From an optimization exercise on the open Yosys and OpenROAD flow, aimed at small area and a short achievable clock period; shortcuts taken in it are not production practice. Function was checked by simulation only, so behaviour that the tests miss may differ from the original. Power is estimated from default activity; no workload was simulated.

==> run a: inputs <==
==> flow/design.v (excerpt) <==
module fpmul_pipe (clk, oprA, oprB, Result);
    input clk;
    input [31:0] oprA, oprB;
    output [31:0] Result;
    wire [130:0] r1_d;
    wire [7:0] e1_d;
    wire s1_d;
    reg [130:0] r1_q;
    reg [7:0] e1_q;
    reg s1_q;
    wire [24:0] p2_d;
    reg [24:0] p2_q;
    reg [7:0] e2_q;
    reg s2_q;
    fpmul_sa u_sa (.oprA(oprA), .oprB(oprB), .r1(r1_d), .e1(e1_d), .s1(s1_d));
    fpmul_sb u_sb (.r1(r1_q), .p2(p2_d));
    fpmul_sc u_sc (.p2(p2_q), .e2(e2_q), .s2(s2_q), .Result(Result));
    always @(posedge clk)
    begin
        r1_q <= r1_d;
        e1_q <= e1_d;
        s1_q <= s1_d;
        p2_q <= p2_d;
        e2_q <= e1_q;
        s2_q <= s1_q;
    end
endmodule
export LEC_CHECK = 0
export CAP_MARGIN = 20
export CORE_MARGIN = 2
export CORE_UTILIZATION = 40
export SETUP_SLACK_MARGIN = 5
export SLEW_MARGIN = 20
export SYNTH_HIERARCHICAL = 1
export SYNTH_MINIMUM_KEEP_SIZE = 0
create_clock -name core_clock -period 9.5 [get_ports {clk}]
standard.sh (not shown) runs the stock make flow with config.mk's settings and CLKGATE_MAP_FILE= SYNTH_SCRIPT=/design/flow/synth_recipe.tcl, a recipe that flattens the netlist after the stock synthesis.
==> flow/flow/run.sh <==
#!/bin/bash
# The standard layout, except that the port buffers are buf_2 cells rather than the
# clkdlybuf4s50_1 delay cells buffer_ports picks by default.
set -euo pipefail
export BUFFER_PORTS_ARGS="-buffer_cell sky130_fd_sc_hd__buf_2"
bash standard.sh finish > orfs_flow.log 2>&1
==> run b: changes against run a <==
==> flow/flow/run.sh (replaced) <==
#!/bin/bash
# The standard layout, except that the port buffers are buf_2 cells rather than the
# clkdlybuf4s50_1 delay cells buffer_ports picks by default, and that timing repair aims
# for a setup slack of 4.8 ns at the 9.5 ns clock.
set -euo pipefail
export BUFFER_PORTS_ARGS="-buffer_cell sky130_fd_sc_hd__buf_2"
export SETUP_SLACK_MARGIN=4.8
bash standard.sh finish > orfs_flow.log 2>&1
- CTS_BUF_LIST: default -> sky130_fd_sc_hd__clkbuf_4 sky130_fd_sc_hd__clkbuf_8
- SETUP_SLACK_MARGIN: 5 -> default
==> out/qor.log <==
[power] Leakage 7.11 nW
[global_routing] met2 global-route usage 34.9%
[critical_path] cell with the largest stage delay on the worst path sky130_fd_sc_hd__fa_1
[critical_path] Arr. time, crit path 4820 ps
[clock_tree] clock insertion delay at the later pin of the skew report 490 ps
[cells_and_area] Net count, final 2016
[critical_path] cells along the critical path buf_2 -> nand3b_1 -> o21ai_2 -> buf_4 -> a21oi_1 -> xnor2_1 -> fa_1 -> fa_1 -> fa_1 -> fa_1
[critical_path] cell depth of the worst setup path 10
[run_status] outcome no timing/DRC/antenna violations
[power] reported sequential group power 1.41 mW
[end of results for run a]
==> out/qor.log <==
[run_status] outcome no timing/DRC/antenna violations
[cells_and_area] Net count, final 2015
[critical_path] Arr. time, crit path 5110 ps
[power] reported sequential group power 1.40 mW
[critical_path] cell depth of the worst setup path 9
[end of results for run b]

---

==> try-zinc: inputs <==
Another version of the RTL of fpmul_pipe (not shown whole).
// fpmul_pipe
module fpmul_pipe (clk, oprA, oprB, Result);
    input clk;
    input [31:0] oprA, oprB;
    output [31:0] Result;
    wire [129:0] r1_d;
    wire [7:0] e1_d;
    wire s1_d;
    reg [129:0] r1_q;
    reg [7:0] e1_q;
    reg s1_q;
    wire [24:0] p2_d;
    reg [24:0] p2_q;
    reg [7:0] e2_q;
    reg s2_q;
    fpmul_sa u_sa (.oprA(oprA), .oprB(oprB), .r1(r1_d), .e1(e1_d), .s1(s1_d));
    fpmul_sb u_sb (.r1(r1_q), .p2(p2_d));
    fpmul_sc u_sc (.p2(p2_q), .e2(e2_q), .s2(s2_q), .Result(Result));
    always @(posedge clk)
    begin
        r1_q <= r1_d;
        e1_q <= e1_d;
        s1_q <= s1_d;
        p2_q <= p2_d;
        e2_q <= e1_q;
        s2_q <= s1_q;
    end
endmodule
==> flow/config.mk <==
export PLATFORM = sky130hd
export DESIGN_NAME = fpmul_pipe
export DESIGN_NICKNAME = fpmul_pipe
export VERILOG_FILES = /design/flow/design.v
export SDC_FILE = /design/flow/constraint.sdc
export NUM_CORES = 4
export LEC_CHECK = 0
export CAP_MARGIN = 20
export CORE_MARGIN = 2
export CORE_UTILIZATION = 40
export SETUP_SLACK_MARGIN = 5
export SLEW_MARGIN = 20
export SYNTH_HIERARCHICAL = 1
export SYNTH_MINIMUM_KEEP_SIZE = 0
export TNS_END_PERCENT = 0
==> flow/constraint.sdc <==
create_clock -name core_clock -period 9.5 [get_ports {clk}]
set_input_delay 1.9000 -clock core_clock [delete_from_list [all_inputs] [get_ports {clk}]]
set_output_delay 1.9000 -clock core_clock [all_outputs]
set_load 0.01 [all_outputs]
==> flow/flow/run.sh <==
#!/bin/bash
# The standard layout, except that the port buffers are buf_4 cells rather than the
# clkdlybuf4s50_1 delay cells buffer_ports picks by default.
set -euo pipefail
export BUFFER_PORTS_ARGS="-buffer_cell sky130_fd_sc_hd__buf_4"
bash standard.sh finish > orfs_flow.log 2>&1
==> try-pepper: changes against try-zinc <==
--- a/flow/config.mk
+++ b/flow/config.mk
@@ -8,8 +8,7 @@
 export CAP_MARGIN = 20
 export CORE_MARGIN = 2
-export CORE_UTILIZATION = 40
+export CORE_UTILIZATION = 60
 export SETUP_SLACK_MARGIN = 5
 export SLEW_MARGIN = 20
 export SYNTH_HIERARCHICAL = 1
 export SYNTH_MINIMUM_KEEP_SIZE = 0
-export TNS_END_PERCENT = 0
==> try-yarrow: changes against try-zinc <==
==> flow/flow/run.sh (replaced) <==
#!/bin/bash
# The standard layout, except that the port buffers are buf_4 cells rather than the
# clkdlybuf4s50_1 delay cells buffer_ports picks by default, and that timing repair aims
# for a setup slack of 5.5 ns at the 9.5 ns clock.
set -euo pipefail
export BUFFER_PORTS_ARGS="-buffer_cell sky130_fd_sc_hd__buf_4"
export SETUP_SLACK_MARGIN=5.5
bash standard.sh finish > orfs_flow.log 2>&1
--- a/flow/config.mk
+++ b/flow/config.mk
@@ -9,7 +9,5 @@
 export CORE_MARGIN = 2
 export CORE_UTILIZATION = 40
-export SETUP_SLACK_MARGIN = 5
 export SLEW_MARGIN = 20
 export SYNTH_HIERARCHICAL = 1
 export SYNTH_MINIMUM_KEEP_SIZE = 0
-export TNS_END_PERCENT = 0
==> summary.txt <==
quantity                                                              try-zinc  try-yarrow  try-pepper
Source-to-sink clock delay at the later pin of the worst-skew pair     0.49 ns     0.49 ns     0.46 ns
Count of placed standard cells including taps                             2297        2287        2080
Depth of the most critical reg-to-reg path                                  10          11          10
Total power divided by cell area                                    397 nW/um2  352 nW/um2  406 nW/um2
Area growth syn-to-layout                                                2.99%       25.5%       2.86%
Total global routing track utilization                                   0.216       0.257       0.315
Via/cell ratio                                                            5.64        5.83        6.16
Hold Startpoint                                                           s1_q     e1_q[7]        s1_q
HPWL after DPL                                                        36500 um    36600 um    34200 um
Shortest period the worst path allows                                  4.49 ns     4.22 ns     4.44 ns
P_leak                                                                 7.26 nW     9.05 nW     7.33 nW
Met2 WL post-DR                                                       23900 um    29200 um    23900 um
CTS resizes                                                                 16         182          22
Number of detailed-route iterations in the first pass                        6           6           5
Reg-to-Reg End                                                        p2_q[14]    p2_q[11]    p2_q[14]
Outcome                                       no timing/DRC/antenna violations  no timing/DRC/antenna violations  no timing/DRC/antenna violations
Filler Cells Inserted                                                     4582        4005        2659
Placed standard-cell area                                            19300 um2   20000 um2   19000 um2

==> port drivers added, routing unchanged <==
In the flow no input, the clock included, has a driving cell. The finished layouts below were timed again as built, in two steps.
Step 1 sets driving cells, clkbuf_16 on the clock port and buf_2 on the other inputs (assumed; they add their load-dependent delay and slew).
Step 2 also shifts input and output timing later by t, the mid clock arrival at the registers, as if the neighbouring blocks saw the same clock.
Three values: ideal ports, drivers, drivers and shift; two values: the first two.
run	t, ns	setup slack, ns	worst register clock-pin slew, ns
run a	0.534	5.047 / 5.082 / 4.548	0.07 / 0.07
run b	0.578	4.808 / 4.820 / 4.242	0.12 / 0.12
try-zinc	0.537	5.013 / 5.033 / 4.496	0.07 / 0.07
try-pepper	0.506	5.062 / 5.095 / 4.589	0.07 / 0.07
try-yarrow	0.540	5.279 / 5.185 / 4.645	0.08 / 0.08
After both steps setup and hold are still met in every run listed. For try-yarrow, which loses most, drivers alone change the setup slack by -0.094 ns; drivers and shift together by -0.634 ns.
